Background: an optimization exercise with open tools, aiming at small area and few clock cycles per item. Do not read the settings as production practice. The RTL was checked by simulation tests, not by an equivalence proof against the original design.

Design RSA_TOP, start of the top module:
module RSA_TOP (
    clk, rst_n, in_valid,
    in_p, in_q, in_e, in_c,
    out_valid, out_m
);
For scale: ~12 flip-flops, about 36 I/O pins, ~3100 sq um of cells after synthesis.
clock: 90.0 ns
lec_check: 0
abc_area: 1
cap_margin: 20
core_margin: 2
core_utilization: 75
cts_buf_list: sky130_fd_sc_hd__clkbuf_4
slew_margin: 20
standard.sh (not shown) runs the stock make flow with config.mk's settings and CLKGATE_MAP_FILE= SYNTH_SCRIPT=/design/flow/synth_recipe.tcl, a recipe that flattens the netlist after the stock synthesis.
==> flow/flow/run.sh <==
#!/bin/bash
# Layout flow: the standard ORFS flow (standard.sh), with two changes:
#  - synthesis maps with an area-oriented ABC script (flow/abc_area.script)
#    instead of ORFS's delay-oriented one; everything else in synthesis,
#    including the register mapping and naming, is the standard synthesis;
#  - yosys's full/half-adder extraction is skipped (ADDER_MAP_FILE empty), so
#    ABC maps all of the logic;
#  - port buffers use sky130_fd_sc_hd__buf_1.
# ORFS's scripts are copied unchanged into ./scripts_local except for
# abc_area.script. Each tool's output goes to the ORFS logs under orfs/logs;
# make's own output goes to ./flow_make.log.
set -euo pipefail
W=$(pwd)
rm -rf "$W/scripts_local"
cp -r "$FLOW_HOME/scripts" "$W/scripts_local"
chmod -R u+w "$W/scripts_local"
cp "$W/flow/abc_area.script" "$W/scripts_local/abc_area.script"
bash "$W/standard.sh" "SCRIPTS_DIR=$W/scripts_local" "ADDER_MAP_FILE=" \
  "BUFFER_PORTS_ARGS=-buffer_cell sky130_fd_sc_hd__buf_1" finish > "$W/flow_make.log" 2>&1
==> flow/flow/abc_area.script <==
strash
ifraig
dch -f
amap -F 100 -A 100
topo
Testbench counts at the start, summed over its fixed seeds: cycles 2,560, items 2,560.
Edit:
--- a/flow/flow/run.sh
+++ b/flow/flow/run.sh
@@ -6,2 +5,0 @@
-#  - yosys's full/half-adder extraction is skipped (ADDER_MAP_FILE empty), so
-#    ABC maps all of the logic;
@@ -18 +16 @@
-bash "$W/standard.sh" "SCRIPTS_DIR=$W/scripts_local" "ADDER_MAP_FILE=" \
+bash "$W/standard.sh" "SCRIPTS_DIR=$W/scripts_local" \
==> flow/flow/abc_area.script (replaced) <==
strash
dch -f
amap
topo
CORE_UTILIZATION = 65   (was 75)
CTS_BUF_LIST = not set   (was sky130_fd_sc_hd__clkbuf_4)
What happened:
- die area went up by 27%
- core utilization fell by 9.7 points
- register-to-register slack degrades by 60 ps
Edit:
==> flow/run.sh (new file) <==
#!/bin/bash
# synth_recipe.tcl (not shown) runs the flow's synth.tcl, then flattens the netlist and writes it again
# the make line also repeats each setting of config.mk as NAME=value (left out here)
make -C /OpenROAD-flow-scripts/flow DESIGN_CONFIG=/design/flow/config.mk WORK_HOME=/design/flow/orfs CLKGATE_MAP_FILE= SYNTH_SCRIPT=/design/flow/synth_recipe.tcl finish
CORE_UTILIZATION = 60   (was 65)
removed: flow/flow/run.sh
removed: flow/flow/abc_area.script
removed: flow/standard.sh
Effect: The changed run went through all stages and came out clean. Final area rose by 24%. Final cell count grows by 30%. Via count grows by 15%. Area after synthesis goes up by 21%.
Edit:
==> flow/flow/run.sh (new file) <==
#!/bin/bash
# Layout flow: the standard ORFS flow (standard.sh), with these changes:
#  - synthesis maps with an area-oriented ABC script (flow/abc_area.script)
#    instead of ORFS's delay-oriented one; everything else in synthesis,
#    including the register mapping and naming, is the standard synthesis;
#  - yosys's full/half-adder extraction is skipped (ADDER_MAP_FILE empty), so
#    ABC maps all of the logic;
#  - port buffers use sky130_fd_sc_hd__buf_1.
# ORFS's scripts are copied unchanged into ./scripts_local except for
# abc_area.script. Each tool's output goes to the ORFS logs under orfs/logs;
# make's own output goes to ./flow_make.log.
set -euo pipefail
W=$(pwd)
rm -rf "$W/scripts_local"
cp -r "$FLOW_HOME/scripts" "$W/scripts_local"
chmod -R u+w "$W/scripts_local"
cp "$W/flow/abc_area.script" "$W/scripts_local/abc_area.script"
bash "$W/standard.sh" "SCRIPTS_DIR=$W/scripts_local" "ADDER_MAP_FILE=" \
  "BUFFER_PORTS_ARGS=-buffer_cell sky130_fd_sc_hd__buf_1" finish > "$W/flow_make.log" 2>&1
==> flow/flow/abc_area.script (new file) <==
strash
ifraig
dch -f
amap -F 100 -A 100
topo
==> flow/standard.sh (new file) <==
#!/bin/bash
# synth_recipe.tcl (not shown) runs the flow's synth.tcl, then flattens the netlist and writes it again
# the make line also repeats each setting of config.mk as NAME=value (left out here)
make -C /OpenROAD-flow-scripts/flow DESIGN_CONFIG=/design/flow/config.mk WORK_HOME=/design/flow/orfs CLKGATE_MAP_FILE= SYNTH_SCRIPT=/design/flow/synth_recipe.tcl "${@:-finish}"
CORE_UTILIZATION = 75   (was 60)
CTS_BUF_LIST = sky130_fd_sc_hd__clkbuf_4   (was not set)
removed: flow/run.sh
What happened: Cell count went down by 25%. Routed wire length goes down by 15%. Critical path depth rose by 13. Synthesized cell count falls by 24%. Clock skew increases by 5.2 ps. Design area is lower by 28%. Worst hold slack gets worse by 29 ps. Sequential cell count stays the same.

afterwards: timing with drivers on the ports:
How much do the figures lean on ideal ports? The routed layouts below were timed once more, with nothing changed but the port constraints.
Step 1 (the two cells are an assumption about what drives the block):
set clk [get_ports {clk}]
set_driving_cell -lib_cell sky130_fd_sc_hd__clkbuf_16 $clk
set_driving_cell -lib_cell sky130_fd_sc_hd__buf_2 [delete_from_list [all_inputs] $clk]
Step 2, shift: input delay + t, output delay - t, t = (earliest + latest rising clock arrival at the registers) / 2. This alone moves slack from input paths to output paths.
Three values: ideal ports, drivers, drivers and shift; two values: the first two.
run | t (ns) | slack for setup (ns) | worst slew at a driven data input, ns
the first run | 0.291 | 39.896 / 39.869 / 39.869 | 0.03
the second run | 0.256 | 40.190 / 40.162 / 40.162 | 0.03
the third run | 0.272 | 43.805 / 43.781 / 43.781 | 0.03
the fourth run | 0.291 | 39.896 / 39.869 / 39.869 | 0.03
After both steps setup and hold are still met in every run listed. For the second run, which loses most, drivers alone change the setup slack by -0.028 ns; drivers and shift together by -0.028 ns.
